From an optimization exercise on the open Yosys and OpenROAD flow, aimed at small area; shortcuts taken in it are not production practice. The RTL was checked by simulation tests, not by an equivalence proof against the original design. Power is estimated from default activity; no workload was simulated.

--- run.sh ---
#!/bin/bash
# synth_recipe.tcl (not shown) runs the flow's synth.tcl, then flattens the netlist and writes it again
# the make line also repeats each setting of config.mk as NAME=value (left out here)
make -C /OpenROAD-flow-scripts/flow DESIGN_CONFIG=/design/flow/config.mk WORK_HOME=/design/flow/orfs CLKGATE_MAP_FILE= SYNTH_SCRIPT=/design/flow/synth_recipe.tcl finish
--- config.mk ---
export PLATFORM = sky130hd
export DESIGN_NAME = DIMM
export DESIGN_NICKNAME = DIMM
export VERILOG_FILES = /design/flow/design.v
export SDC_FILE = /design/flow/constraint.sdc
export NUM_CORES = 4
export LEC_CHECK = 0
export CAP_MARGIN = 20
export CORE_MARGIN = 2
export CORE_UTILIZATION = 40
export CTS_CLUSTER_DIAMETER = 80
export CTS_CLUSTER_SIZE = 24
export SLEW_MARGIN = 20
--- constraint.sdc ---
create_clock -name core_clock -period 8.0 [get_ports {ck2x}]
set_input_delay 1.6000 -clock core_clock [delete_from_list [all_inputs] [get_ports {ck2x}]]
set_output_delay 1.6000 -clock core_clock [all_outputs]
set_load 0.01 [all_outputs]
--- design.v ---
`timescale 1ns / 1ps
module memtiming
  (
    input logic clk,
    input logic rst,
    input logic ACT, PR, RD, RDA, REF, SRF, WR, WRA,
    output logic isACT,      
    output logic isPR,       
    output logic isRD,       
    output logic isWR,       
    output logic isReading   
  );
  localparam logic [3:0]
    S_IDLE = 4'd0,
    S_ACT  = 4'd9,
    S_BA1  = 4'd3,
    S_BA2  = 4'd7,
    S_PRE  = 4'd2,
    S_REFA = 4'd13,
    S_REFB = 4'd15,
    S_SR   = 4'd12,
    S_R    = 4'd6,
    S_RA   = 4'd14,
    S_W    = 4'd11,
    S_WA   = 4'd10;
  logic [3:0] state, nxt;
  logic [4:0] c, s;
  logic [2:0] e;
  logic sw;
  logic c15, c24, c31, s7, s8, s14, s24;
  assign c15 = &c[3:0];
  assign c24 = c[4] & c[3];
  assign c31 = &c;
  assign s8  = s[4] | s[3];
  assign s7  = s8 | (&s[2:0]);
  assign s14 = s[4] | (&s[3:1]);
  assign s24 = s[4] & s[3];
  always_comb begin
    nxt = state;
    case (state)
      S_IDLE: if (ACT) nxt = S_ACT;
              else if (REF) nxt = S_REFA;
              else if (SRF) nxt = S_SR;
      S_ACT:  if (c15) nxt = S_BA1;
      S_BA1:  if (WR && c24) nxt = S_W;
              else if (WRA && c24) nxt = S_WA;
              else if (RD && c31) nxt = S_R;
              else if (RDA && c31) nxt = S_RA;
              else if (PR && c31) nxt = S_PRE;
      S_BA2:  if (WR) nxt = S_W;
              else if (WRA) nxt = S_WA;
              else if (RD && e == 3'd0) nxt = S_R;
              else if (RDA && e == 3'd0) nxt = S_RA;
              else if (PR && c31) nxt = S_PRE;
      S_PRE:  if (c15) nxt = S_IDLE;
      S_REFA: if (c31) nxt = S_REFB;
      S_REFB: nxt = S_IDLE;
      S_R:    if (RDA) nxt = S_RA;
              else if (PR && s7 && c31) nxt = S_PRE;
              else if (WR) nxt = S_W;
              else if (s24) nxt = S_BA2;
              else if (WRA) nxt = S_WA;
      S_RA:   if ((s8 || (s7 && sw)) && c31) nxt = S_PRE;
      S_W:    if (WRA) nxt = S_WA;
              else if (PR && s14 && c31) nxt = S_PRE;
              else if (RD) nxt = S_R;
              else if (s24) nxt = S_BA2;
              else if (RDA) nxt = S_RA;
      S_WA:   if (s14 && c31) nxt = S_PRE;
      default: nxt = state;
    endcase
  end
  always_ff @(posedge clk)
    if (rst) state <= S_IDLE;
    else state <= nxt;
  logic rside, wside, rside_n, wside_n, same;
  assign rside   = state == S_R || state == S_RA;
  assign wside   = state == S_W || state == S_WA;
  assign rside_n = nxt == S_R || nxt == S_RA;
  assign wside_n = nxt == S_W || nxt == S_WA;
  assign same    = (rside && rside_n) || (wside && wside_n);
  logic [2:0] tcl1;
  assign tcl1 = (state == S_BA1) ? ~c[2:0] : e;
  always_ff @(posedge clk) begin
    if (state == S_IDLE || (nxt == S_PRE && state != S_PRE)) c <= '0;
    else if (!c31) c <= c + 1'b1;
    if (nxt == S_R) e <= tcl1;
    else e <= (tcl1 == 3'd0) ? 3'd0 : tcl1 - 1'b1;
    if (same) begin
      if (!s24) s <= s + 1'b1;
    end
    else begin
      s <= 5'd1;
      sw <= rside || wside;
    end
  end
  assign isACT = state == S_ACT;
  assign isPR = state == S_PRE;
  assign isRD = rside;
  assign isWR = wside;
  assign isReading = state == S_R;
endmodule
`timescale 1ns / 1ps
module TimingFSM
    #(parameter NBANKS = 8)
    (
    input logic clk,
    input logic reset_n,
    input logic [2:0] bank,
    input logic ACT, PR, RD, RDA, REF, SRF, WR, WRA,
    output logic [NBANKS-1:0] isACT, isPR, isRD, isWR, isReading
    );
    genvar b;
    generate
        for (b = 0; b < NBANKS; b = b + 1)
        begin:MT
            logic sel;
            assign sel = bank == b;
            memtiming MTi (
                .clk(clk), .rst(!reset_n),
                .ACT(sel && ACT), .PR(sel && PR), .RD(sel && RD), .RDA(sel && RDA),
                .REF(sel && REF), .SRF(sel && SRF), .WR(sel && WR), .WRA(sel && WRA),
                .isACT(isACT[b]), .isPR(isPR[b]), .isRD(isRD[b]), .isWR(isWR[b]),
                .isReading(isReading[b])
            );
        end
    endgenerate
endmodule
`timescale 1ns / 1ps
module CMD
    #(parameter ADDRWIDTH = 17,
    parameter COLWIDTH = 10,
    parameter NBANKS = 8
    )
    (
    input logic cke,
    input logic cs_n,
    input logic clk,
    input logic reset_n,
    input logic act_n,
    input logic [2:0] bank,
    input logic [ADDRWIDTH-1:0] A,
    output logic [NBANKS-1:0][COLWIDTH-1:0] ColId,
    output logic [NBANKS-1:0] rd_o_wr,
    output logic ACT, PR, RD, RDA, REF, SRF, WR, WRA
    );
    logic A16, A15, A14, A10, cmd;
    assign A16 = A[ADDRWIDTH-1];  
    assign A15 = A[ADDRWIDTH-2];  
    assign A14 = A[ADDRWIDTH-3];  
    assign A10 = A[ADDRWIDTH-4];  
    assign cmd = !cs_n && act_n;
    assign ACT = !cs_n && !act_n;
    assign PR  = cmd && !A16 &&  A15 && !A14 && !A10;
    assign RD  = cmd &&  A16 && !A15 &&  A14 && !A10;
    assign RDA = cmd &&  A16 && !A15 &&  A14 &&  A10;
    assign REF = cmd && !A16 && !A15 &&  A14 &&  cke;
    assign SRF = cmd && !A16 && !A15 &&  A14 && !cke;
    assign WR  = cmd &&  A16 && !A15 && !A14 && !A10;
    assign WRA = cmd &&  A16 && !A15 && !A14 &&  A10;
    logic CAS;  
    assign CAS = cmd && A16 && !A15;
    logic incen;  
    assign incen = !CAS && !PR;
    logic [NBANKS-1:0] Burst;
    genvar b;
    generate
        for (b = 0; b < NBANKS; b = b + 1)
        begin:BK
            logic sel;
            assign sel = bank == b;
            always_ff @(posedge clk)
            begin
                if (!reset_n) begin
                    ColId[b] <= '0;
                    Burst[b] <= 1'b0;
                    rd_o_wr[b] <= 1'b0;
                end
                else begin
                    if (sel && CAS) ColId[b] <= A[COLWIDTH-1:0];
                    else if (incen && Burst[b]) ColId[b] <= ColId[b] + 1'b1;
                    if (sel && CAS) Burst[b] <= 1'b1;
                    else if (sel && PR) Burst[b] <= 1'b0;
                    if (sel && (WR || WRA)) rd_o_wr[b] <= 1'b1;
                    else if (sel && (PR || RD || RDA)) rd_o_wr[b] <= 1'b0;
                end
            end
        end
    endgenerate
endmodule
`timescale 1ns / 1ps
module MEMSync #(
    parameter CHWIDTH = 3,
    parameter ADDRWIDTH = 17,
    localparam CHROWS = 2**CHWIDTH
)
  (
  output logic [CHWIDTH-1:0] cRowId,
  output logic stall,
  input logic ACT,
  input logic PR,
  input logic RD,
  input logic WR,
  input logic act_cmd,                
  input logic [ADDRWIDTH-1:0] A,
  input logic clk,
  input logic rst,
  input logic sync
);
  localparam logic [3:0]
    M_IDLE  = 4'd0,
    M_ALLOC = 4'd11,
    M_CTH   = 4'd10,   
    M_CTM   = 4'd14,   
    M_UTD   = 4'd1,   
    M_UTC   = 4'd9,   
    M_WB    = 4'd15,
    M_HRD   = 4'd12,
    M_HWR   = 4'd8;
  logic [3:0] state, nxt;
  logic [CHWIDTH-1:0] nRowId;
  logic wrapped;
  logic [CHROWS-1:0] dirtyt;
  logic [ADDRWIDTH-1:0] RowId;
  logic [CHROWS-1:0][ADDRWIDTH-1:0] diff;  
  logic [CHROWS-1:0] match;
  logic anyhit;
  logic [CHWIDTH-1:0] hidx;
  always_comb begin
    hidx = '0;
    for (int i = 0; i < CHROWS; i++) begin
      match[i] = (wrapped || i < nRowId) && (diff[i] == '0);
      if (match[i]) hidx = i;
    end
  end
  assign anyhit = |match;
  logic vdirty;
  assign vdirty = wrapped && dirtyt[nRowId];
  logic [3:0] ct, ut;
  assign ct = anyhit ? M_CTH : M_CTM;
  assign ut = vdirty ? M_UTD : M_UTC;
  always_comb begin
    nxt = state;
    case (state)
      M_IDLE:  if (ACT || RD || WR) nxt = ct;
      M_ALLOC: if (sync) nxt = ct;
      M_CTH:   if (RD) nxt = M_HRD;
               else if (WR) nxt = M_HWR;
               else if (PR) nxt = M_IDLE;
               else nxt = ct;
      M_CTM:   nxt = ut;
      M_UTD:   nxt = M_WB;
      M_UTC:   nxt = M_ALLOC;
      M_WB:    if (sync) nxt = M_ALLOC;
      M_HRD:   if (PR) nxt = M_IDLE;
               else if (WR) nxt = M_HWR;
               else if (!RD) nxt = ct;
      M_HWR:   if (PR) nxt = M_IDLE;
               else if (RD) nxt = M_HRD;
               else if (!WR) nxt = ct;
      default: nxt = state;
    endcase
  end
  logic toCT, toUT;
  assign toCT = nxt == M_CTH;
  assign toUT = nxt == M_UTD || nxt == M_UTC;
  always_ff @(posedge clk) begin
    if (rst) begin
      state <= M_IDLE;
      cRowId <= '0;
      nRowId <= '0;
      wrapped <= 1'b0;
    end
    else begin
      state <= nxt;
      if (toCT) cRowId <= hidx;
      else if (toUT) cRowId <= nRowId;
      if (toUT) begin
        nRowId <= nRowId + 1'b1;
        if (&nRowId) wrapped <= 1'b1;
      end
    end
  end
  logic [ADDRWIDTH-1:0] delta;
  assign delta = act_cmd ? (RowId ^ A) : '0;
  logic [CHROWS-1:0] alloc;  
  always_comb
    for (int i = 0; i < CHROWS; i++)
      alloc[i] = nxt == M_ALLOC && cRowId == i;
  always_ff @(posedge clk) begin
    if (act_cmd) RowId <= A;
    for (int i = 0; i < CHROWS; i++) begin
      diff[i] <= (alloc[i] ? '0 : diff[i]) ^ delta;
      if ((nxt == M_ALLOC || nxt == M_HWR) && cRowId == i) dirtyt[i] <= nxt == M_HWR;
    end
  end
  assign stall = state == M_ALLOC || state == M_WB;
endmodule
`timescale 1ns / 1ps
module MEMSyncTop #(
    parameter NBANKS = 8,
    parameter CHWIDTH = 3,
    parameter ADDRWIDTH = 17
    )
    (
    input logic clk,
    input logic reset_n,
    input logic [2:0] bank,
    input logic ACT,                        
    input logic [ADDRWIDTH-1:0] A,
    input logic [NBANKS-1:0] isACT, isPR, isRD, isWR,
    input logic [NBANKS-1:0] sync,
    output logic [NBANKS-1:0][CHWIDTH-1:0] cRowId,
    output logic stall
    );
    logic [NBANKS-1:0] stalls;
    assign stall = |stalls;
    genvar b;
    generate
        for (b = 0; b < NBANKS; b = b + 1)
        begin:B
            MEMSync #(.CHWIDTH(CHWIDTH), .ADDRWIDTH(ADDRWIDTH)) Mi (
                .cRowId(cRowId[b]),
                .stall(stalls[b]),
                .ACT(isACT[b]),
                .PR(isPR[b]),
                .RD(isRD[b]),
                .WR(isWR[b]),
                .act_cmd(ACT && bank == b),
                .A(A),
                .clk(clk),
                .rst(!reset_n),
                .sync(sync[b])
            );
        end
    endgenerate
endmodule
`timescale 1ns / 1ps
module DIMM  
  #(parameter BGWIDTH = 1,
  parameter BAWIDTH = 2,
  parameter ADDRWIDTH = 17,
  parameter COLWIDTH = 10,
  parameter CHWIDTH = 3,
  localparam NBANKS = 2**(BGWIDTH+BAWIDTH)
  )
  (
  input logic act_n,
  input logic [ADDRWIDTH-1:0] A,
  input logic [BGWIDTH-1:0] bg,
  input logic [BAWIDTH-1:0] ba,
  input logic ck2x,
  input logic cke,
  input logic cs_n,
  input logic reset_n,
  output logic stall,
  input logic [NBANKS-1:0] sync,
  output logic rden,
  output logic dqs_en,
  output logic [NBANKS*CHWIDTH-1:0] cRowId,
  output logic [NBANKS*COLWIDTH-1:0] ColId,
  output logic [NBANKS-1:0] rd_o_wr
  );
  logic clk;
  assign clk = ck2x;
  logic [BGWIDTH+BAWIDTH-1:0] bank;
  assign bank = {bg, ba};
  logic ACT, PR, RD, RDA, REF, SRF, WR, WRA;
  logic [NBANKS-1:0][COLWIDTH-1:0] ColIdA;
  CMD #(.ADDRWIDTH(ADDRWIDTH), .COLWIDTH(COLWIDTH), .NBANKS(NBANKS)) CMDi (
    .cke(cke), .cs_n(cs_n), .clk(clk), .reset_n(reset_n), .act_n(act_n),
    .bank(bank), .A(A), .ColId(ColIdA), .rd_o_wr(rd_o_wr),
    .ACT(ACT), .PR(PR), .RD(RD), .RDA(RDA), .REF(REF), .SRF(SRF), .WR(WR), .WRA(WRA)
  );
  logic [NBANKS-1:0] isACT, isPR, isRD, isWR, isReading;
  TimingFSM #(.NBANKS(NBANKS)) TimingFSMi (
    .clk(clk), .reset_n(reset_n), .bank(bank),
    .ACT(ACT), .PR(PR), .RD(RD), .RDA(RDA), .REF(REF), .SRF(SRF), .WR(WR), .WRA(WRA),
    .isACT(isACT), .isPR(isPR), .isRD(isRD), .isWR(isWR), .isReading(isReading)
  );
  logic [NBANKS-1:0][CHWIDTH-1:0] cRowIdA;
  MEMSyncTop #(.NBANKS(NBANKS), .CHWIDTH(CHWIDTH), .ADDRWIDTH(ADDRWIDTH)) MEMSyncTopi (
    .clk(clk), .reset_n(reset_n), .bank(bank), .ACT(ACT), .A(A),
    .isACT(isACT), .isPR(isPR), .isRD(isRD), .isWR(isWR),
    .sync(sync), .cRowId(cRowIdA), .stall(stall)
  );
  assign rden = |isReading;
  assign dqs_en = RD || RDA;
  assign cRowId = cRowIdA;
  assign ColId = ColIdA;
endmodule
==> flow_summary.ini, run 1 <==
[route]
avgViaCountPerCell = 5.37
routed_wl_um = 197000
detail_route.first_pass.iterations = 5
wire_per_inst_um = 19.9
antenna_violating_nets_post_route = 0
routed-via-count = 53100
drt_iter0_drc = 4158
drcViolationCount = 0

[timing]
setup_slack_ps = 1790
fmax_mhz = 161
drv_slew = 0
rsz0062_at_grt = false
worst-slew-pin-transition_ps = 1150
hold_violations = 0
totalNegativeSetupSlack_ps = 0
headroom_to_the_max_slew_limit_pct = 22.4
final.period_utilization_pct = 77.7
clock_skew_ps = 43.7
report.final.setup_viol = 0
min_period_ps = 6210

[yosys]
ys_top_cells_by_area = dfxtp_1 (40%), xor2_1 (15%), edfxtp_1 (8.8%)
synth_top_flop_cell = dfxtp_1
yosysTopAreaCellShare_pct = 39.9
synth.avg_cell_area_um2 = 9.37
yosysTopAreaCell = dfxtp_1
post_synth_num_cell_types = 111
synth_sequential_area_ratio_pct = 48.7
synthCells = 7548
async_reset_ff_share_pct = 0
synth_nets = 7645
synth_area_mm2 = 0.0707
synthesis.yosys.warnings = 3
synth-edff-count = 208
ys_seq_elements = 1616

[min_path]
hold_path_class = reg -> reg
hold_path_startpoint = MEMSyncTopi.B[1].Mi.diff[21]
worstHoldPathCells = 2

[layout]
layout-drive-gt1-share_pct = 4.83
nets = 7576
syn2layout_area_growth_pct = 9.37
layout.cells.most_common = nand2_1
most_used_cells_in_the_layout_excluding_fill_and_tap_cells = nand2_1 (1414), dfxtp_1 (1408), xor2_1 (1243)

[global_route]
antenna_found_initial = 7
first_global_vias = 51100
grtUsageTotal_pct = 21.3
overflow = 0
largest_net_degree_at_the_start_of_global_routing = 115
grt_first_pass_wirelength_um = 304000

[status]
outcome = complete, no violations

[pwr]
power.ir.vdd_worst_mv = 0.177
power_leakage_nw = 28.5
power.density_mw_per_mm2 = 307

[placed_design]
pre_cts_ws_ps = 1800
half_perimeter_wire_length_after_placement_um = 136000
port-buffer-count = 147
final_weighted_congestion_in_routability_driven_placement = 0.909

[floorplan]
design.die.area_mm2 = 0.180
die_y_um = 424
die_width_um = 424
initial_utilization_pct = 40.2
core_area_mm2 = 0.176
num_rows = 154
io_pins = 148

[setup_path]
worst_setup_path_end_kind = output port
rr_startpoint = TimingFSMi.MT[6].MTi.state[1]
setup_crit_start = cs_n
worstSetupStartpointType = primary input
timing.setup.critical_path_class = in -> out
critical_path_arrival_ps = 4610
cp_data_required_time_ps = 6400
reg2reg_depth = 8
crit_fanout = 15

[cts]
clock_tree.buffer_depth = 3
post-cts-setup-buffer-count = 0
holdBufCountCts = 0
clk_pin_slew_ps = 90
cts-buffers-inserted = 96
clock_tree_from_tritoncts = built
cts.sink_count = 1616
cts.root.buffer_cell = clkbuf_16
htree_num_levels = 3
clkLatencyLatePin_ps = 750
cts-resized-gates = 0

[flow_run]
cap_violations = 0
==> worst max-delay path: stages <==
cell and delay [ps]:
clkdlybuf4s50_1 880, nor3b_4 760, nand2_1 270, clkinv_1 340, clkdlybuf4s50_1 740
==> layout make-up <==
class | instances | area, µm²
tap | 2340 | 2930
sequential | 1616 | 34400
timing repair buffer | 197 | 1780
multi-input combinational | 5481 | 34500
clock buffer | 129 | 2690
inverter | 87 | 334
fill | 17000 | 98600
clock inverter | 48 | 622
antenna | 1 | 2.50
==> report_power, final <==
group	switching, mW	internal (mW)
Clock	3.04	2.56
Combinational	3.01	2.19
Sequential	1.66	11.3
Total	7.72	16.0
==> cell families after synthesis <==
family / Yosys count / synth area share [%]
AND/OR/NAND/NOR: 3135 / 21.7
flip-flops: 1616 / 48.7
XOR/XNOR: 1284 / 16.0
AO/OA/AOI/OAI: 927 / 8.62
buffers and inverters: 451 / 2.56
multiplexers: 70 / 1.31
adder cells (fa/ha/maj): 65 / 1.15
==> through the flow <==
| stage | utilization [%] | hold slack, ps | total power, mW | cells | area (µm²) |
|---|---|---|---|---|---|
| 2_1_floorplan | - | 446 | 16.9 | 7548 | 70700 |
| 3_5_place_dp | 42.0 | 456 | 18.3 | 9719 | 74000 |
| 5_1_grt | 44.0 | 484 | 25.3 | 9898 | 77300 |
| 3_3_place_gp | 42.0 | 454 | 18.0 | 9718 | 73900 |
| 4_1_cts | 43.9 | 471 | 23.9 | 9896 | 77300 |
| 6_report | 44.0 | 469 | 23.7 | 9899 | 77300 |
==> final timing paths <==
kind	to	slack, ps
setup / recovery	dqs_en	1790
hold / removal	MEMSyncTopi.B[1].Mi.diff[21]	470
setup reg to reg	MEMSyncTopi.B[6].Mi.diff[104]	3790
hold reg to reg	MEMSyncTopi.B[1].Mi.diff[21]	470
==> synth_stat cells, types with 83 or more instances <==
cell / instances
edfxtp_1: 208
clkbuf_1: 279
nor4_1: 236
nand2_1: 1414
dfxtp_1: 1408
nor3_1: 183
inv_1: 83
nor2_1: 438
a21oi_1: 226
o21ai_0: 237
xor2_1: 1243
nand4_1: 97
nand3_1: 145
==> layer usage <==
metal  part of all wire [%]  up-vias  global-route usage (%)
li1                       -    25800                       -
met1                     47    25700                    29.5
met2                     45     1309                    34.3
met3                    5.1      248                    2.77
met4                    2.9        6                    6.82
met5                  0.021        -                       0
==> state kept, by name (all words and copies together), names as in the netlist, 24 cells and up <==
register	count
MEMSyncTopi.B.Mi.state	32
TimingFSMi.MT.MTi.state	32
MEMSyncTopi.B.Mi.diff	1088
MEMSyncTopi.B.Mi.RowId	136
MEMSyncTopi.B.Mi.cRowId	24
MEMSyncTopi.B.Mi.nRowId	24
TimingFSMi.MT.MTi.c	40
CMDi.ColId	80
TimingFSMi.MT.MTi.s	40
TimingFSMi.MT.MTi.e	24
MEMSyncTopi.B.Mi.dirtyt	64
==> inputs of run 2 (changes only) <==
--- a/config.mk
+++ b/config.mk
@@ -9,5 +9,5 @@
 export CORE_MARGIN = 2
 export CORE_UTILIZATION = 40
 export CTS_CLUSTER_DIAMETER = 80
-export CTS_CLUSTER_SIZE = 24
+export CTS_CLUSTER_SIZE = 30
 export SLEW_MARGIN = 20
==> run 2 against run 1 <==
Setup slack worse by 18 ps. Combinational power barely moved. Still clean. Clock skew up 16 ps. Sequential share of layout area is 0.13 points lower. Critical endpoint unchanged. Synthesized cell count is the same. Sequential cell count did not move. Hold slack better by 1.2 ps. Via count rose by 0.10%.
==> flow_summary.ini, run 2 <==
[status]
outcome = complete, no violations

[setup_path]
reg2reg_depth = 8
crit-reg2reg-capture = MEMSyncTopi.B[6].Mi.diff[115]
ff2ff_setup_slack_ps = 3860
worst_setup_path_end_kind = output port
rr_startpoint = TimingFSMi.MT[6].MTi.state[1]
critical_path_arrival_ps = 4630
crit_fanout = 15
worstSetupStartpointType = primary input
cp_data_required_time_ps = 6400
timing.setup.critical_path_class = in -> out

[pwr]
power.density_mw_per_mm2 = 309
power_leakage_nw = 28.5
power.ir.vdd_worst_mv = 0.188
report.power.total_mw = 24.0

[timing]
final.period_utilization_pct = 77.9
worst-slew-pin-transition_ps = 1150
hold_slack_ps = 470
min_period_ps = 6230
setup_slack_ps = 1770
fmax_mhz = 161
rsz0062_at_grt = false
totalNegativeSetupSlack_ps = 0
clock_skew_ps = 59.5
drv_slew = 0
report.final.setup_viol = 0
hold_violations = 0
headroom_to_the_max_slew_limit_pct = 22.8

[yosys]
synthCells = 7548
synth-edff-count = 208
synthesis.yosys.warnings = 3
yosysTopAreaCell = dfxtp_1
synth.most_common_cell = nand2_1
synth_area_mm2 = 0.0707
yosysTopAreaCellShare_pct = 39.9
ys_seq_elements = 1616
post_synth_num_cell_types = 111
async_reset_ff_share_pct = 0
ys_top_cells_by_area = dfxtp_1 (40%), xor2_1 (15%), edfxtp_1 (8.8%)
synth_commonest_cells = nand2_1 (1414), dfxtp_1 (1408), xor2_1 (1243), nor2_1 (438), clkbuf_1 (279)
synth_sequential_area_ratio_pct = 48.7
synth.avg_cell_area_um2 = 9.37
synth_top_flop_cell = dfxtp_1
synth_nets = 7645

[cts]
cts-resized-gates = 0
cts.root.buffer_cell = clkbuf_16
post-cts-setup-buffer-count = 0
clk_pin_slew_ps = 90
clock_tree.buffer_depth = 3
holdBufCountCts = 0
htree_num_levels = 3
cts.sink_count = 1616
cts-buffers-inserted = 93
clkLatencyLatePin_ps = 780
clock_tree_from_tritoncts = built

[floorplan]
die_width_um = 424
design.die.area_mm2 = 0.180
die_y_um = 424
num_rows = 154
io_pins = 148
initial_utilization_pct = 40.2
core_area_mm2 = 0.176

[global_route]
grt_first_pass_wirelength_um = 304000
grtUsageTotal_pct = 21.3
antenna_found_initial = 8
first_global_vias = 51200
largest_net_degree_at_the_start_of_global_routing = 115
overflow = 0

[layout]
max_flop_register = MEMSyncTopi.B.Mi.diff
syn2layout_area_growth_pct = 9.70
most_used_cells_in_the_layout_excluding_fill_and_tap_cells = nand2_1 (1414), dfxtp_1 (1408), xor2_1 (1243)
reg.largest.list = MEMSyncTopi.B.Mi.diff x1088, MEMSyncTopi.B.Mi.RowId x136, CMDi.ColId x80
nets = 7573
layout-drive-gt1-share_pct = 5.10
design_area_mm2 = 0.0776
layout.cells.most_common = nand2_1
largest_reg_flops = 1088

[route]
routed_wl_um = 197000
drcViolationCount = 0
wire_per_inst_um = 19.9
detail_route.first_pass.iterations = 6
antenna_violating_nets_post_route = 0
avgViaCountPerCell = 5.37
routed-via-count = 53200
drt_iter0_drc = 4412

[min_path]
hold_path_class = reg -> reg
worstHoldPathCells = 2
whs_endpoint = MEMSyncTopi.B[1].Mi.diff[21]
hold_path_startpoint = MEMSyncTopi.B[1].Mi.diff[21]

[placed_design]
port-buffer-count = 147
final_weighted_congestion_in_routability_driven_placement = 0.909
pre_cts_ws_ps = 1800
placedInstanceArea_mm2 = 0.0740
half_perimeter_wire_length_after_placement_um = 136000

[flow_run]
cap_violations = 0
run 2: cell counts after synthesis:
Identical to the previous run, type by type.
run 2: worst max path at each step:
stage	endpoint	slack (ps)	start
2_1_floorplan	MEMSyncTopi.B[2].Mi.diff[10]	3680	cs_n
3_3_place_gp	dqs_en	1910	cs_n
3_5_place_dp	dqs_en	1800	cs_n
4_1_cts	dqs_en	1790	cs_n
5_1_grt	dqs_en	1640	cs_n
6_report	dqs_en	1770	cs_n
run 2: cell families after synthesis:
kind of cell	Yosys count	synth area share, %
xor+xnor	1284	16.0
buf+inv	451	2.56
mux	70	1.31
compound gates	927	8.62
simple gates	3135	21.7
flops	1616	48.7
fa+ha+maj	65	1.15
run 2: where the power goes:
group	total [mW]	internal [mW]	switching [mW]
Clock	5.82	2.55	3.26
Combinational	5.20	2.19	3.01
Sequential	12.9	11.3	1.66
Total	24.0	16.0	7.94
run 2: worst max-delay path: stages:
cell and delay (ps):
clkdlybuf4s50_1 880, nor3b_4 770, nand2_1 270, clkinv_1 350, clkdlybuf4s50_1 740
run 2: layer usage:
metal	wire length (µm)	global-route usage [%]	up-vias
met2	89800	34.3	1286
li1	-	-	25800
met3	9790	2.84	235
met1	91300	29.5	25800
met4	5850	6.56	6
met5	41	0	-
run 2: metrics by stage:
| step | util [%] | std cells |
|---|---|---|
| 2_1_floorplan | - | 7548 |
| 3_3_place_gp | 42.0 | 9718 |
| 3_5_place_dp | 42.0 | 9719 |
| 4_1_cts | 44.0 | 9893 |
| 5_1_grt | 44.1 | 9895 |
| 6_report | 44.1 | 9897 |
run 2: cell type report:
class	instances	area [µm²]
Fill cell	17000	98400
Multi-Input combinational cell	5481	34500
Sequential cell	1616	34400
Tap cell	2340	2930
Clock buffer	98	2400
Timing Repair Buffer	197	1780
Clock inverter	76	1140
Inverter	87	334
Antenna cell	2	5.00
==> inputs of run 3 (changes only) <==
--- a/config.mk
+++ b/config.mk
@@ -7,7 +7,7 @@
 export LEC_CHECK = 0
 export CAP_MARGIN = 20
 export CORE_MARGIN = 2
-export CORE_UTILIZATION = 40
+export CORE_UTILIZATION = 60
 export CTS_CLUSTER_DIAMETER = 80
-export CTS_CLUSTER_SIZE = 30
+export CTS_CLUSTER_SIZE = 24
 export SLEW_MARGIN = 20
==> run 3 against run 2 <==
Clock power shrank 19%. Maximum frequency grew 4.9%. First-iteration DRC count grew 11%. Critical path depth is the same. Sequential share of layout area grew 1.3 points. Setup slack gained 290 ps. Combinational power shrank 1%. Clock skew shrank 28 ps. Synthesized cell count is the same. Hold slack gained 0.52 ps. Cell area shrank 2.9%.
==> flow_summary.ini, run 3 <==
[status]
outcome = complete, no violations

[pwr]
power.ir.vdd_worst_mv = 0.287
power_leakage_nw = 28.0
power.density_mw_per_mm2 = 303

[timing]
clock_skew_ps = 31.5
hold_violations = 0
totalNegativeSetupSlack_ps = 0
worst-slew-pin-transition_ps = 1210
headroom_to_the_max_slew_limit_pct = 18.8
fmax_mhz = 168
drv_slew = 0
report.final.setup_viol = 0
rsz0062_at_grt = false
final.period_utilization_pct = 74.2
min_period_ps = 5940

[route]
wire_per_inst_um = 20.4
detail_route.first_pass.iterations = 7
antenna_violating_nets_post_route = 0
drt_iter0_drc = 4919
routed-via-count = 53400
routed_wl_um = 184000
drcViolationCount = 0
avgViaCountPerCell = 5.91

[placed_design]
final_weighted_congestion_in_routability_driven_placement = 0.942
half_perimeter_wire_length_after_placement_um = 127000
post-place-cells = 8897
port-buffer-count = 147

[global_route]
grtUsageTotal_pct = 29.9
largest_net_degree_at_the_start_of_global_routing = 84
overflow = 0
grt_first_pass_wirelength_um = 289000
first_global_vias = 50300
antenna_found_initial = 6

[yosys]
synth-edff-count = 208
synth.avg_cell_area_um2 = 9.37
synth_top_flop_cell = dfxtp_1
post_synth_num_cell_types = 111
yosysTopAreaCellShare_pct = 39.9
yosysTopAreaCell = dfxtp_1
async_reset_ff_share_pct = 0
synth_nets = 7645
synth_commonest_cells = nand2_1 (1414), dfxtp_1 (1408), xor2_1 (1243), nor2_1 (438), clkbuf_1 (279)
synthesis.yosys.warnings = 3
synth_sequential_area_ratio_pct = 48.7
ys_top_cells_by_area = dfxtp_1 (40%), xor2_1 (15%), edfxtp_1 (8.8%)
synthCells = 7548
ys_seq_elements = 1616
synth_area_mm2 = 0.0707
synth.most_common_cell = nand2_1

[layout]
reg.largest.list = MEMSyncTopi.B.Mi.diff x1088, MEMSyncTopi.B.Mi.RowId x136, CMDi.ColId x80
layout.cells.most_common = nand2_1
layout-drive-gt1-share_pct = 4.03
final_cell_count_no_fill = 9035
largest_reg_flops = 1088
max_flop_register = MEMSyncTopi.B.Mi.diff
nets = 7554
syn2layout_area_growth_pct = 6.51
most_used_cells_in_the_layout_excluding_fill_and_tap_cells = nand2_1 (1414), dfxtp_1 (1408), xor2_1 (1243)
insertedDiodeCount = 0

[cts]
clock_tree_from_tritoncts = built
clkLatencyLatePin_ps = 700
cts-resized-gates = 0
cts-buffers-inserted = 81
holdBufCountCts = 0
cts.sink_count = 1616
clk_pin_slew_ps = 90
cts.root.buffer_cell = clkbuf_16
htree_num_levels = 3
post-cts-setup-buffer-count = 0
clock_tree.buffer_depth = 3

[setup_path]
worstSetupStartpointType = primary input
crit_fanout = 15
worst_setup_path_end_kind = output port
cp_data_required_time_ps = 6400
critical_path_arrival_ps = 4340
timing.setup.critical_path_class = in -> out

[floorplan]
num_rows = 125
core_area_mm2 = 0.117
io_pins = 148
design.die.area_mm2 = 0.121
die_y_um = 347
die_width_um = 347
initial_utilization_pct = 60.7

[flow_run]
cap_violations = 0

[min_path]
hold_path_class = reg -> reg
[run 3: routing by layer]
metal	GRT usage, %	share of wire, %
met4	7.76	2.6
met5	0	0.0076
met2	48.0	45
met1	42.1	45
met3	4.90	7.0
[run 3: metrics by stage]
| stage | power [mW] | hold WS (ps) | util (%) | instance area (µm²) | setup slack, ps |
|---|---|---|---|---|---|
| finish | 22.8 | 471 | 64.6 | 75300 | 2060 |
| global route | 24.3 | 483 | 64.6 | 75300 | 2020 |
| CTS | 22.9 | 472 | 64.6 | 75300 | 2190 |
| detailed placement | 18.2 | 457 | 62.5 | 72900 | 2060 |
| global placement | 17.9 | 454 | 62.5 | 72900 | 2120 |
| floorplan | 16.9 | 446 | - | 70700 | 3680 |
[run 3: layout make-up]
| class | instances | area (µm²) |
|---|---|---|
| Fill cell | 9777 | 41200 |
| Multi-Input combinational cell | 5481 | 34500 |
| Sequential cell | 1616 | 34400 |
| Clock buffer | 125 | 2270 |
| Tap cell | 1524 | 1910 |
| Timing Repair Buffer | 190 | 1700 |
| Inverter | 87 | 332 |
| Clock inverter | 12 | 143 |
[run 3: worst max-delay path, stage by stage]
cell	delay, ps
clkdlybuf4s50_1	670
nor3b_4	670
nand2_1	280
clkinv_1	380
clkdlybuf4s50_1	730
[run 3: report_power, final]
part	internal [mW]	total (mW)	switching, mW
Clock	2.01	4.70	2.69
Sequential	11.3	13.0	1.68
Combinational	2.19	5.13	2.95
Total	15.5	22.8	7.32
[run 3: cell families after synthesis]
kind of cell             after synthesis  share of synthesized area, %
AO/OA/AOI/OAI                        927                          8.62
XOR/XNOR                            1284                          16.0
adder cells (fa/ha/maj)               65                          1.15
buffers and inverters                451                          2.56
flip-flops                          1616                          48.7
multiplexers                          70                          1.31
AND/OR/NAND/NOR                     3135                          21.7
[run 3: path summary, 6_finish.rpt]
path | start | end | slack [ps] | cells after the start
setup / recovery | cs_n | dqs_en | 2060 | 5
hold / removal | MEMSyncTopi.B[4].Mi.diff[35] | MEMSyncTopi.B[4].Mi.diff[35] | 470 | 2
setup reg to reg | MEMSyncTopi.B[5].Mi.diff[34] | MEMSyncTopi.B[5].Mi.diff[40] | 3790 | 8
hold reg to reg | MEMSyncTopi.B[4].Mi.diff[35] | MEMSyncTopi.B[4].Mi.diff[35] | 470 | 2
==> inputs of run 4 (changes only) <==
==> flow/run.sh (new file) <==
#!/bin/bash
# The standard layout, with clock tree synthesis told not to add dummy loads
# for level balancing (same clustering as config.mk asks for).
set -e
export CTS_ARGS="-sink_clustering_enable -repair_clock_nets -sink_clustering_size 24 -sink_clustering_max_diameter 80 -dont_use_dummy_load"
bash standard.sh > standard.log 2>&1
==> standard.sh (new file) <==
#!/bin/bash
# synth_recipe.tcl (not shown) runs the flow's synth.tcl, then flattens the netlist and writes it again
# the make line also repeats each setting of config.mk as NAME=value (left out here)
make -C /OpenROAD-flow-scripts/flow DESIGN_CONFIG=/design/flow/config.mk WORK_HOME=/design/flow/orfs CLKGATE_MAP_FILE= SYNTH_SCRIPT=/design/flow/synth_recipe.tcl "${@:-finish}"
--- a/config.mk
+++ b/config.mk
@@ -7,7 +7,7 @@
 export LEC_CHECK = 0
 export CAP_MARGIN = 20
 export CORE_MARGIN = 2
-export CORE_UTILIZATION = 60
+export CORE_UTILIZATION = 40
 export CTS_CLUSTER_DIAMETER = 80
 export CTS_CLUSTER_SIZE = 24
 export SLEW_MARGIN = 20
removed: run.sh
==> run 4 against run 3 <==
Clock-buffer cell count decreased by 29. Die area grew 49%. Clock power rose by 2%. Sequential power barely moved. Critical path depth unchanged. Synthesized cell count unchanged. Critical endpoint unchanged. Largest power group unchanged.
==> flow_summary.ini, run 4 <==
[status]
outcome = complete, no violations

[floorplan]
design.die.area_mm2 = 0.180
core_area_mm2 = 0.176
die_width_um = 424
die_y_um = 424
num_rows = 154
initial_utilization_pct = 40.2
io_pins = 148

[route]
wire_per_inst_um = 20.0
drt_iter0_drc = 4329
antenna_violating_nets_post_route = 0
avgViaCountPerCell = 5.40
drcViolationCount = 0
routed_wl_um = 196000
routed-via-count = 53100
detail_route.first_pass.iterations = 7

[cts]
cts-resized-gates = 0
cts.root.buffer_cell = clkbuf_16
post-cts-setup-buffer-count = 0
clkLatencyLatePin_ps = 730
htree_num_levels = 3
clock_tree.buffer_depth = 3
clock_tree_from_tritoncts = built
holdBufCountCts = 0
clk_pin_slew_ps = 60
cts.sink_count = 1616
cts-buffers-inserted = 96

[yosys]
post_synth_num_cell_types = 111
synth_commonest_cells = nand2_1 (1414), dfxtp_1 (1408), xor2_1 (1243), nor2_1 (438), clkbuf_1 (279)
async_reset_ff_share_pct = 0
synth.most_common_cell = nand2_1
synth_nets = 7645
synth_area_mm2 = 0.0707
synthesis.yosys.warnings = 3
ys_seq_elements = 1616
ys_top_cells_by_area = dfxtp_1 (40%), xor2_1 (15%), edfxtp_1 (8.8%)
synth_top_family_by_area = simple AND/OR/NAND/NOR gates
synth-edff-count = 208
synth-compound-area-share_pct = 8.62
share_of_the_synthesized_netlist_area_taken_by_xor_and_xnor_gates_pct = 16.0
post_synth_fa_ha_maj_area_fraction_pct = 1.15
synth_sequential_area_ratio_pct = 48.7
synth.mux.area_fraction_pct = 1.31
synth-simple-area-share_pct = 21.7
synth_top_flop_cell = dfxtp_1
synthCells = 7548
synth.avg_cell_area_um2 = 9.37
yosysTopAreaCellShare_pct = 39.9
yosysTopAreaCell = dfxtp_1

[pwr]
power.switching_fraction_pct = 32.0
internal_power_mw = 15.6
netSwitchingPower_mw = 7.32
report.power.total_mw = 22.9
power_frac_seq_pct = 56.5
power.ir.vdd_worst_mv = 0.176
power.density_mw_per_mm2 = 300
p_comb_share_pct = 22.7
clock_power_share_pct = 20.8
power_leakage_nw = 28.0

[layout]
layout-drive-gt1-share_pct = 4.15
nets = 7576
max_flop_register = MEMSyncTopi.B.Mi.diff
design_area_mm2 = 0.0764
layout.cells.most_common = nand2_1
largest_reg_flops = 1088
multiInputGateArea_mm2 = 0.0345
syn2layout_area_growth_pct = 8.09
regArea_mm2 = 0.0344
filler_cell_count = 17000
reg.largest.list = MEMSyncTopi.B.Mi.diff x1088, MEMSyncTopi.B.Mi.RowId x136, CMDi.ColId x80
most_used_cells_in_the_layout_excluding_fill_and_tap_cells = nand2_1 (1414), dfxtp_1 (1408), xor2_1 (1243)

[timing]
totalNegativeSetupSlack_ps = 0
clock_skew_ps = 82.5
hold_violations = 0
fmax_mhz = 161
final.period_utilization_pct = 77.5
min_period_ps = 6200
report.final.setup_viol = 0
headroom_to_the_max_slew_limit_pct = 23.1
drv_slew = 0
rsz0062_at_grt = false
setup_slack_ps = 1800
worst-slew-pin-transition_ps = 1150

[setup_path]
worstSetupStartpointType = primary input
worst_setup_path_end_kind = output port
cp_data_required_time_ps = 6400
critical_path_arrival_ps = 4600
timing.setup.critical_path_class = in -> out
crit_fanout = 15

[global_route]
grtUsageTotal_pct = 21.2
largest_net_degree_at_the_start_of_global_routing = 115
grt_first_pass_wirelength_um = 303000
overflow = 0
antenna_found_initial = 8
first_global_vias = 51000

[placed_design]
port-buffer-count = 147
placedInstanceArea_mm2 = 0.0740
half_perimeter_wire_length_after_placement_um = 136000
pre_cts_ws_ps = 1800
final_weighted_congestion_in_routability_driven_placement = 0.909

[min_path]
hold_path_class = reg -> reg

[flow_run]
cap_violations = 0
## run 4: cell counts after synthesis
Identical to the previous run, type by type.
## run 4: cell families after synthesis
logic type	count (synthesis)
and+or+nand+nor	3135
DFF	1616
xor gates and xnor gates	1284
AOI/OAI and AO/OA	927
buffers and inverters	451
muxes	70
adders and majority gates	65
## run 4: cell type report
class | instances | area share, %
multi-input cells | 5481 | 45.2
repair buffers | 197 | 2.33
inverters | 87 | 0.437
clock buffers | 96 | 3.14
diodes | 1 | 0.00327
well taps | 2340 | 3.83
flip-flops and latches | 1616 | 45.1
## run 4: worst max-delay path, cell delays in order
cell and delay (ps):
clkdlybuf4s50_1 870, nor3b_4 770, nand2_1 270, clkinv_1 350, clkdlybuf4s50_1 730
## run 4: through the flow
step           instances  hold slack, ps  util [%]
2_1_floorplan       7548             446         -
3_3_place_gp        9718             454      42.0
3_5_place_dp        9719             456      42.0
4_1_cts             9815             469      43.4
5_1_grt             9817             482      43.4
6_report            9818             468      43.4
## run 4: routing by layer
layer  vias up  GRT usage (%)  part of all wire (%)
li1      25800              -                     -
met1     25700           29.4                    46
met2      1297           34.2                    45
met3       245           2.71                   5.2
met4         6           6.70                   3.0
met5         -              0                 0.021
## run 4: final timing paths
path / cells after the start / start / slack, ps / to
setup / recovery: 5 / cs_n / 1800 / dqs_en
hold reg to reg: 2 / MEMSyncTopi.B[7].Mi.diff[21] / 470 / MEMSyncTopi.B[7].Mi.diff[21]
hold / removal: 2 / MEMSyncTopi.B[7].Mi.diff[21] / 470 / MEMSyncTopi.B[7].Mi.diff[21]
setup reg to reg: 8 / TimingFSMi.MT[6].MTi.state[1] / 3740 / MEMSyncTopi.B[6].Mi.diff[104]
## run 4: power groups by stage
stage | registers (mW) | clock network, mW | logic, mW
2_1_floorplan | 12.5 | 0 | 4.34
3_3_place_gp | 13.0 | 0 | 4.94
3_5_place_dp | 13.1 | 0 | 5.18
4_1_cts | 13.0 | 4.91 | 5.21
5_1_grt | 13.3 | 5.20 | 5.92
6_report | 12.9 | 4.78 | 5.20
==> inputs of run 5 (changes only) <==
--- a/config.mk
+++ b/config.mk
@@ -7,7 +7,7 @@
 export LEC_CHECK = 0
 export CAP_MARGIN = 20
 export CORE_MARGIN = 2
-export CORE_UTILIZATION = 40
+export CORE_UTILIZATION = 65
 export CTS_CLUSTER_DIAMETER = 80
 export CTS_CLUSTER_SIZE = 24
 export SLEW_MARGIN = 20
==> run 5 against run 4 <==
Still clean on timing, DRC and antenna. Global-route usage grew 10 points. Combinational power barely moved. Clock power fell by 11%. Sequential power hardly changed. Power decreased by 2.2%.
==> flow_summary.ini, run 5 <==
[cts]
clock_tree_from_tritoncts = built
clkLatencyLatePin_ps = 700
holdBufCountCts = 0
cts.root.buffer_cell = clkbuf_16
clk_pin_slew_ps = 90
cts.sink_count = 1616
htree_num_levels = 3
clock_tree.buffer_depth = 3
post-cts-setup-buffer-count = 0
cts-resized-gates = 0
cts-buffers-inserted = 79

[yosys]
synth_top_flop_cell = dfxtp_1
synth-edff-count = 208
yosysTopAreaCellShare_pct = 39.9
synth_commonest_cells = nand2_1 (1414), dfxtp_1 (1408), xor2_1 (1243), nor2_1 (438), clkbuf_1 (279)
ys_seq_elements = 1616
synth_area_mm2 = 0.0707
ys_top_cells_by_area = dfxtp_1 (40%), xor2_1 (15%), edfxtp_1 (8.8%)
async_reset_ff_share_pct = 0
synthCells = 7548
synth.avg_cell_area_um2 = 9.37
synth_nets = 7645
synth.most_common_cell = nand2_1
synth_sequential_area_ratio_pct = 48.7
synthesis.yosys.warnings = 3
post_synth_num_cell_types = 111
yosysTopAreaCell = dfxtp_1

[placed_design]
port-buffer-count = 147
pre_cts_ws_ps = 1980
final_weighted_congestion_in_routability_driven_placement = 0.956
half_perimeter_wire_length_after_placement_um = 125000

[timing]
final.period_utilization_pct = 76.5
drv_slew = 0
hold_violations = 0
totalNegativeSetupSlack_ps = 0
hold_slack_ps = 470
report.final.setup_viol = 0
min_period_ps = 6120
rsz0062_at_grt = false
clock_skew_ps = 61.9
headroom_to_the_max_slew_limit_pct = 22.9
setup_slack_ps = 1880
fmax_mhz = 163
worst-slew-pin-transition_ps = 1150

[layout]
largest_reg_flops = 1088
reg.largest.list = MEMSyncTopi.B.Mi.diff x1088, MEMSyncTopi.B.Mi.RowId x136, CMDi.ColId x80
most_used_cells_in_the_layout_excluding_fill_and_tap_cells = nand2_1 (1414), dfxtp_1 (1408), xor2_1 (1243)
filler_cell_count = 8514
post-route-util_pct = 69.5
syn2layout_area_growth_pct = 5.74
nets = 7553
layout.cells.most_common = nand2_1
layout-drive-gt1-share_pct = 3.82
max_flop_register = MEMSyncTopi.B.Mi.diff

[pwr]
netSwitchingPower_mw = 7.19
internal_power_mw = 15.2
p_comb_share_pct = 23.1
power.ir.vdd_worst_mv = 0.248
power_frac_seq_pct = 57.8
power.density_mw_per_mm2 = 300
power.switching_fraction_pct = 32.1
clock_power_share_pct = 19.0
power_leakage_nw = 27.8

[route]
antenna_violating_nets_post_route = 0
detail_route.first_pass.iterations = 6
avgViaCountPerCell = 6.05
drt_iter0_drc = 4697
wire_per_inst_um = 20.3
routed_wl_um = 180000
routed-via-count = 53600
drcViolationCount = 0

[min_path]
hold_path_class = reg -> reg

[setup_path]
cp_data_required_time_ps = 6400
critical_path_arrival_ps = 4520
worstSetupStartpointType = primary input
timing.setup.critical_path_class = in -> out
crit_fanout = 19
worst_setup_path_end_kind = output port

[global_route]
grt_first_pass_wirelength_um = 283000
largest_net_degree_at_the_start_of_global_routing = 130
grtUsageTotal_pct = 31.6
antenna_found_initial = 8
first_global_vias = 50900
overflow = 0

[floorplan]
design.die.area_mm2 = 0.111
num_rows = 120
io_pins = 148
die_y_um = 334
die_width_um = 334
core_area_mm2 = 0.108
initial_utilization_pct = 65.8

[flow_run]
cap_violations = 0

[status]
outcome = complete, no violations
[run 5: cell count changes in the layout (fill, tap and decap cells not counted), sizes merged]
cell,change
dlymetal6s2s,+1
buf,-8
diode,+3
clkdlybuf4s50,+2
clkbuf,-18
[run 5: per-layer routing]
layer | part of all wire, % | global-route usage, % | up-vias
li1 | - | - | 25800
met1 | 45 | 44.5 | 25800
met2 | 45 | 51.0 | 1696
met3 | 6.7 | 4.69 | 318
met4 | 2.9 | 8.84 | 10
met5 | 0.036 | 0 | -
[run 5: worst paths after layout]
path	from	end	slack [ps]	depth (start not counted)
worst max-delay path	cs_n	dqs_en	1880	5
worst min-delay path	MEMSyncTopi.B[6].Mi.diff[73]	MEMSyncTopi.B[6].Mi.diff[73]	470	2
worst max register to register	TimingFSMi.MT[0].MTi.c[1]	TimingFSMi.MT[0].MTi.c[1]	3880	12
worst min register to register	MEMSyncTopi.B[6].Mi.diff[73]	MEMSyncTopi.B[6].Mi.diff[73]	470	2
[run 5: critical path, stage by stage]
cell	delay [ps]
clkdlybuf4s50_1	830
nor3b_4	670
nand2_1	280
clkinv_1	400
clkdlybuf4s50_1	730
[run 5: power by group through the flow]
stage	logic [mW]	clock network (mW)	registers [mW]
6_report	5.19	4.27	13.0
5_1_grt	5.88	4.59	13.4
4_1_cts	5.17	4.34	13.0
3_5_place_dp	5.12	0	13.1
3_3_place_gp	4.84	0	13.0
2_1_floorplan	4.34	0	12.5
[run 5: stage by stage]
stage / instance area, µm² / instances / total power [mW]
2_1_floorplan: 70700 / 7548 / 16.9
3_3_place_gp: 72700 / 8777 / 17.9
3_5_place_dp: 72700 / 8777 / 18.2
4_1_cts: 74700 / 8856 / 22.5
5_1_grt: 74700 / 8857 / 23.8
6_report: 74800 / 8861 / 22.4
[run 5: cell type report]
cell class / count / area (µm²) / area share (%)
multi-input combinational: 5481 / 34500 / 46.2
sequential: 1616 / 34400 / 46.1
clock buffer: 79 / 1980 / 2.64
tap: 1403 / 1760 / 2.35
timing repair buffer: 191 / 1730 / 2.31
inverter: 87 / 332 / 0.444
antenna: 4 / 10.0 / 0.0134
[run 5: cell families (layout without fill, tap and decap cells)]
group	after synthesis	count (layout)	synth area share (%)
XOR/XNOR	1284	1284	16.0
AND/OR/NAND/NOR	3135	3135	21.7
multiplexers	70	70	1.31
buffers and inverters	451	357	2.56
adder cells (fa/ha/maj)	65	65	1.15
AO/OA/AOI/OAI	927	927	8.62
flip-flops	1616	1616	48.7
other	0	4	0
==> inputs of run 6 (changes only) <==
==> flow/run.sh (replaced) <==
#!/bin/bash
# The standard layout, with clock tree synthesis told not to add dummy loads
# for level balancing (same clustering as config.mk asks for), and the port
# buffers made from the smallest plain buffer.
set -e
export CTS_ARGS="-sink_clustering_enable -repair_clock_nets -sink_clustering_size 24 -sink_clustering_max_diameter 80 -dont_use_dummy_load"
export BUFFER_PORTS_ARGS="-buffer_cell sky130_fd_sc_hd__buf_1"
bash standard.sh > standard.log 2>&1
==> run 6 against run 5 <==
Maximum frequency grew 16%. First-iteration DRC count grew 8.4%. Global-route usage is essentially flat. Critical path depth grew 1. Wire length grew 0.24%. Cell area shrank 1.1%. Clock skew shrank 5.1 ps. Register-to-register slack gained 20 ps. Setup slack gained 860 ps. Critical endpoint unchanged. Largest cell class unchanged. Largest power group unchanged.
==> flow_summary.ini, run 6 <==
[status]
outcome = complete, no violations

[setup_path]
critical_path_arrival_ps = 3650
worstSetupStartpointType = primary input
critical-path-max-stage-delay_ps = 600
timing.setup.critical_path_class = in -> out
timing.critical_path.cells = clkbuf_2, nor3b_4, nand2_1, clkinv_1, buf_4, buf_1
ff2ff_setup_slack_ps = 3900
crit_slowest_cell = nor3b_4
worst_setup_path_end_kind = output port
crit_fanout = 21
cp_data_required_time_ps = 6400

[yosys]
synth_top_flop_cell = dfxtp_1
synth-compound-area-share_pct = 8.62
synth_nets = 7645
yosysTopAreaCell = dfxtp_1
async_reset_ff_share_pct = 0
synth-edff-count = 208
synthesis.yosys.warnings = 3
share_of_the_synthesized_netlist_area_taken_by_xor_and_xnor_gates_pct = 16.0
synth_sequential_area_ratio_pct = 48.7
synthCells = 7548
synth-simple-area-share_pct = 21.7
synth_commonest_cells = nand2_1 (1414), dfxtp_1 (1408), xor2_1 (1243), nor2_1 (438), clkbuf_1 (279)
synth_area_mm2 = 0.0707
post_synth_fa_ha_maj_area_fraction_pct = 1.15
synth.avg_cell_area_um2 = 9.37
ys_top_cells_by_area = dfxtp_1 (40%), xor2_1 (15%), edfxtp_1 (8.8%)
post_synth_num_cell_types = 111
synth_top_family_by_area = simple AND/OR/NAND/NOR gates
ys_seq_elements = 1616
yosysTopAreaCellShare_pct = 39.9
synth.most_common_cell = nand2_1
synth.mux.area_fraction_pct = 1.31

[floorplan]
core_area_mm2 = 0.108
design.die.area_mm2 = 0.111
initial_utilization_pct = 65.8
num_rows = 120
die_width_um = 334
die_y_um = 334
io_pins = 148

[layout]
max_flop_register = MEMSyncTopi.B.Mi.diff
filler_cell_count = 8653
largest_reg_flops = 1088
most_used_cells_in_the_layout_excluding_fill_and_tap_cells = nand2_1 (1414), dfxtp_1 (1408), xor2_1 (1243)
layout.cells.most_common = nand2_1
final_cell_count_no_fill = 8857
design_area_mm2 = 0.0739
syn2layout_area_growth_pct = 4.58
regArea_mm2 = 0.0344
multiInputGateArea_mm2 = 0.0345
reg.largest.list = MEMSyncTopi.B.Mi.diff x1088, MEMSyncTopi.B.Mi.RowId x136, CMDi.ColId x80
nets = 7551
layout-drive-gt1-share_pct = 3.81
post-route-util_pct = 68.8

[global_route]
grtUsageTotal_pct = 31.6
first_global_vias = 50400
overflow = 0
largest_net_degree_at_the_start_of_global_routing = 101
antenna_found_initial = 7
grt_first_pass_wirelength_um = 283000

[placed_design]
final_weighted_congestion_in_routability_driven_placement = 0.947
placedInstanceArea_mm2 = 0.0719
pre_cts_ws_ps = 2470
port-buffer-count = 147
half_perimeter_wire_length_after_placement_um = 125000
post-place-cells = 8775

[route]
routed_wl_um = 181000
detail_route.first_pass.iterations = 6
wire_per_inst_um = 20.4
avgViaCountPerCell = 6.06
antenna_violating_nets_post_route = 0
drt_iter0_drc = 5092
drcViolationCount = 0
routed-via-count = 53700

[cts]
cts-buffers-inserted = 80
cts-resized-gates = 0
holdBufCountCts = 0
cts.sink_count = 1616
clock_tree.buffer_depth = 3
clkLatencyLatePin_ps = 690
clock_tree_from_tritoncts = built
post-cts-setup-buffer-count = 0
cts.root.buffer_cell = clkbuf_16
clk_pin_slew_ps = 90
htree_num_levels = 3

[timing]
fmax_mhz = 190
min_period_ps = 5250
clock_skew_ps = 56.8
rsz0062_at_grt = false
totalNegativeSetupSlack_ps = 0
headroom_to_the_max_slew_limit_pct = 21.1
report.final.setup_viol = 0
final.period_utilization_pct = 65.7
drv_slew = 0
hold_violations = 0
setup_slack_ps = 2750
worst-slew-pin-transition_ps = 1180

[pwr]
power_leakage_nw = 27.5
power.density_mw_per_mm2 = 304
power.ir.vdd_worst_mv = 0.264

[flow_run]
cap_violations = 0

[min_path]
hold_path_class = reg -> reg
==> run 6: cell counts after synthesis <==
Identical to the previous run, type by type.
==> run 6: final timing paths <==
check                                start  cells after the start                      endpoint
max                                  A[16]                      6                        dqs_en
min reg2reg   MEMSyncTopi.B[3].Mi.diff[38]                      2  MEMSyncTopi.B[3].Mi.diff[38]
max reg2reg  MEMSyncTopi.B[6].Mi.nRowId[0]                      8   MEMSyncTopi.B[6].Mi.diff[3]
min           MEMSyncTopi.B[3].Mi.diff[38]                      2  MEMSyncTopi.B[3].Mi.diff[38]
==> run 6: stage by stage <==
step           hold WS (ps)  power [mW]
3_5_place_dp            456        18.2
3_3_place_gp            454        17.8
2_1_floorplan           446        16.9
5_1_grt                 487        23.8
4_1_cts                 473        22.5
6_report                470        22.5
==> run 6: cell type report <==
type / instances / share of cell area, %
Timing Repair Buffer: 188 / 1.19
Clock buffer: 80 / 2.71
Tap cell: 1403 / 2.37
Sequential cell: 1616 / 46.6
Antenna cell: 2 / 0.00677
Inverter: 87 / 0.448
Multi-Input combinational cell: 5481 / 46.7
==> run 6: power by group <==
part | leakage [nW] | total (mW) | internal (mW) | switching [mW]
sequential | 13.7 | 13.0 | 11.3 | 1.70
clock | 0.986 | 4.30 | 1.79 | 2.51
combinational | 12.8 | 5.17 | 2.18 | 3.00
==> run 6: per-layer routing <==
metal / part of all wire (%) / track usage [%] / vias to the layer above
met4: 2.5 / 7.90 / 10
met3: 7.3 / 4.52 / 286
met1: 45 / 45.3 / 25800
met2: 45 / 50.5 / 1828
li1: - / - / 25700
met5: 0.038 / 0 / -
==> run 6: logic make-up (layout without fill, tap and decap cells) <==
logic type / Yosys count / count (layout)
mux: 70 / 70
xor+xnor: 1284 / 1284
compound gates: 927 / 927
flops: 1616 / 1616
other cells: 0 / 2
simple gates: 3135 / 3135
fa+ha+maj: 65 / 65
buf+inv: 451 / 355
==> run 6: critical path, delay by kind of cell <==
| family | cells | cell delay [ps] |
|---|---|---|
| simple gates | 2 | 920 |
| buf+inv | 4 | 1100 |
==> inputs of run 7 (changes only) <==
--- a/config.mk
+++ b/config.mk
@@ -7,7 +7,7 @@
 export LEC_CHECK = 0
 export CAP_MARGIN = 20
 export CORE_MARGIN = 2
-export CORE_UTILIZATION = 65
+export CORE_UTILIZATION = 75
 export CTS_CLUSTER_DIAMETER = 80
 export CTS_CLUSTER_SIZE = 24
 export SLEW_MARGIN = 20
==> run 7 against run 6 <==
Still clean on timing, DRC and antenna. Clock power hardly changed. Sequential cell count unchanged. Final cell count shrank 1.6%. Register-to-register slack worse by 320 ps. Combinational power is 3% higher. Utilization increased by 10 points. Via count grew 3.2%. Non-clock buffer count up 4. Sequential power about the same. Clock-buffer cell count is 1 lower. Sequential share of layout area is 0.11 points higher. Wire length up 3.2%. Critical endpoint unchanged. Largest power group unchanged. Highest routed layer unchanged.
==> flow_summary.ini, run 7 <==
[status]
outcome = complete, no violations

[layout]
layout-drive-gt1-share_pct = 3.86
regArea_mm2 = 0.0344
largest_reg_flops = 1088
multiInputGateArea_mm2 = 0.0345
syn2layout_area_growth_pct = 4.33
reg.largest.list = MEMSyncTopi.B.Mi.diff x1088, MEMSyncTopi.B.Mi.RowId x136, CMDi.ColId x80
design_area_mm2 = 0.0738
max_flop_register = MEMSyncTopi.B.Mi.diff
final_cell_count_no_fill = 8715
layout.cells.most_common = nand2_1
nets = 7554
most_used_cells_in_the_layout_excluding_fill_and_tap_cells = nand2_1 (1414), dfxtp_1 (1408), xor2_1 (1243)
filler_cell_count = 6062

[route]
detail_route.first_pass.iterations = 6
met3_wirelength_um = 16000
detail_route.wirelength.met1_um = 75600
wire_per_inst_um = 21.4
antenna_violating_nets_post_route = 0
routed-via-count = 55400
detailroute.wirelength.met2_um = 87800
avgViaCountPerCell = 6.36
drt_iter0_drc = 6479
routed_wl_um = 186000
drcViolationCount = 0
top_layer_used = met5

[timing]
totalNegativeSetupSlack_ps = 0
headroom_to_the_max_slew_limit_pct = 21.5
setup_slack_ps = 2430
clock_skew_ps = 48.3
min_period_ps = 5570
rsz0062_at_grt = false
worst-slew-pin-transition_ps = 1180
report.final.setup_viol = 0
drv_slew = 0
fmax_mhz = 179
hold_violations = 0
final.period_utilization_pct = 69.7

[cts]
clock_tree.buffer_depth = 3
post-cts-setup-buffer-count = 0
holdBufCountCts = 0
cts-buffers-inserted = 79
cts.sink_count = 1616
cts.root.buffer_cell = clkbuf_16
clkLatencyLatePin_ps = 690
clk_pin_slew_ps = 90
cts-resized-gates = 0
clock_tree_from_tritoncts = built
htree_num_levels = 3

[placed_design]
half_perimeter_wire_length_after_placement_um = 126000
final_weighted_congestion_in_routability_driven_placement = 0.977
port-buffer-count = 147
pre_cts_ws_ps = 2320
placedInstanceArea_mm2 = 0.0717
post-place-cells = 8628

[setup_path]
critical_path_arrival_ps = 3970
timing.critical_path.cells = clkbuf_2, buf_4, nor3b_4, nand2_1, clkinv_1, buf_1
largest_delay_contributor_family_on_the_critical_path = buffers and inverters
worstSetupStartpointType = primary input
crit_fanout = 17
timing.setup.critical_path_class = in -> out
worstPathBufferInverterCount = 4
crit_slowest_cell = nor3b_4
critical-path-max-stage-delay_ps = 600
cp_data_required_time_ps = 6400
worst_setup_path_end_kind = output port
setup_crit_start = A[15]
rr_startpoint = MEMSyncTopi.B[5].Mi.nRowId[2]

[yosys]
synth_nets = 7645
synth_commonest_cells = nand2_1 (1414), dfxtp_1 (1408), xor2_1 (1243), nor2_1 (438), clkbuf_1 (279)
yosysTopAreaCellShare_pct = 39.9
ys_seq_elements = 1616
synthCells = 7548
yosysTopAreaCell = dfxtp_1
synth.avg_cell_area_um2 = 9.37
synth.most_common_cell = nand2_1
synth_area_mm2 = 0.0707
synth_sequential_area_ratio_pct = 48.7
post_synth_num_cell_types = 111
synth-edff-count = 208
async_reset_ff_share_pct = 0
ys_top_cells_by_area = dfxtp_1 (40%), xor2_1 (15%), edfxtp_1 (8.8%)
synth_top_flop_cell = dfxtp_1
synthesis.yosys.warnings = 3

[pwr]
netSwitchingPower_mw = 7.47
power.density_mw_per_mm2 = 308
clock_power_share_pct = 18.9
power.switching_fraction_pct = 32.9
power_frac_seq_pct = 57.6
report.power.total_mw = 22.7
internal_power_mw = 15.2
power_leakage_nw = 27.5
power.ir.vdd_worst_mv = 0.311
p_comb_share_pct = 23.6

[floorplan]
die_width_um = 311
initial_utilization_pct = 75.7
core_area_mm2 = 0.0933
design.die.area_mm2 = 0.0967
num_rows = 112
io_pins = 148
die_y_um = 311

[flow_run]
cap_violations = 0

[global_route]
grtUsageTotal_pct = 37.0
antenna_found_initial = 11
grt_first_pass_wirelength_um = 289000
overflow = 0
largest_net_degree_at_the_start_of_global_routing = 110
first_global_vias = 53400

[min_path]
hold_path_startpoint = MEMSyncTopi.B[2].Mi.diff[21]
hold_path_class = reg -> reg
## run 7: final cells by class
| cell class | count | area share (%) |
|---|---|---|
| multi-input cells | 5481 | 46.8 |
| flip-flops and latches | 1616 | 46.7 |
| clock buffers | 79 | 2.68 |
| well taps | 1254 | 2.13 |
| repair buffers | 192 | 1.25 |
| inverters | 87 | 0.450 |
| diodes | 6 | 0.0204 |
## run 7: final timing paths
| check | end | slack [ps] | depth (start not counted) |
|---|---|---|---|
| setup / recovery | dqs_en | 2430 | 6 |
| hold / removal | MEMSyncTopi.B[2].Mi.diff[21] | 470 | 2 |
| setup reg to reg | MEMSyncTopi.B[5].Mi.diff[16] | 3580 | 8 |
| hold reg to reg | MEMSyncTopi.B[2].Mi.diff[21] | 470 | 2 |
## run 7: power by group through the flow
stage | clock [mW] | combinational [mW] | sequential [mW]
finish | 4.28 | 5.35 | 13.1
global route | 4.54 | 5.94 | 13.4
floorplan | 0 | 4.34 | 12.5
CTS | 4.28 | 5.29 | 13.1
detailed placement | 0 | 5.18 | 13.2
global placement | 0 | 4.78 | 13.0
## run 7: per-layer routing
| layer | vias up | global-route usage, % |
|---|---|---|
| met4 | 10 | 14.2 |
| li1 | 25800 | - |
| met1 | 26800 | 48.8 |
| met3 | 425 | 6.10 |
| met5 | - | 0 |
| met2 | 2450 | 61.3 |
## run 7: tightest hold or removal path, delay by kind of cell, from the launching register on
kind | cells | cell delay [ps]
AND/OR/NAND/NOR | 1 | 60
XOR/XNOR | 1 | 60
flip-flops | 1 | 310
## run 7: kinds of logic after synthesis
group | after synthesis | share of synthesized area, %
AND/OR/NAND/NOR | 3135 | 21.7
flip-flops | 1616 | 48.7
XOR/XNOR | 1284 | 16.0
AO/OA/AOI/OAI | 927 | 8.62
buffers and inverters | 451 | 2.56
multiplexers | 70 | 1.31
adder cells (fa/ha/maj) | 65 | 1.15
## run 7: stage by stage
step	hold slack, ps	util [%]
detailed placement	456	76.9
CTS	472	79.0
global route	486	79.0
finish	470	79.0
floorplan	446	-
global placement	454	76.9

-- port drivers added, routing unchanged --
The flow's constraints put no driver on any port. The routed layouts listed below were extracted and timed again, unchanged, in two steps. Step 1, drivers: a clkbuf_16 drives ck2x and a buf_2 each remaining input, both assumed. Step 2, shift: input delay + t, output delay - t, t = (earliest + latest rising clock arrival at the registers) / 2. This alone moves slack from input paths to output paths. Slacks: ideal ports / drivers / drivers and shift; pairs: ideal ports / drivers.
run | t, ns | setup WS [ns] | clock arrival spread, ns
run 1 | 0.817 | 1.788 / 1.764 / 1.764 | 0.046 / 0.046
run 2 | 0.834 | 1.770 / 1.746 / 1.744 | 0.062 / 0.062
run 3 | 0.770 | 2.063 / 2.041 / 2.006 | 0.034 / 0.033
run 4 | 0.787 | 1.801 / 1.778 / 1.778 | 0.097 / 0.097
run 5 | 0.742 | 1.881 / 1.775 / 1.676 | 0.084 / 0.084
run 6 | 0.750 | 2.746 / 2.617 / 2.220 | 0.081 / 0.081
run 7 | 0.744 | 2.427 / 2.403 / 2.107 | 0.061 / 0.061
After both steps setup and hold are still met in every run listed. The setup slack of run 6, which loses most, moves by -0.129 ns with the drivers and by -0.526 ns with both steps.
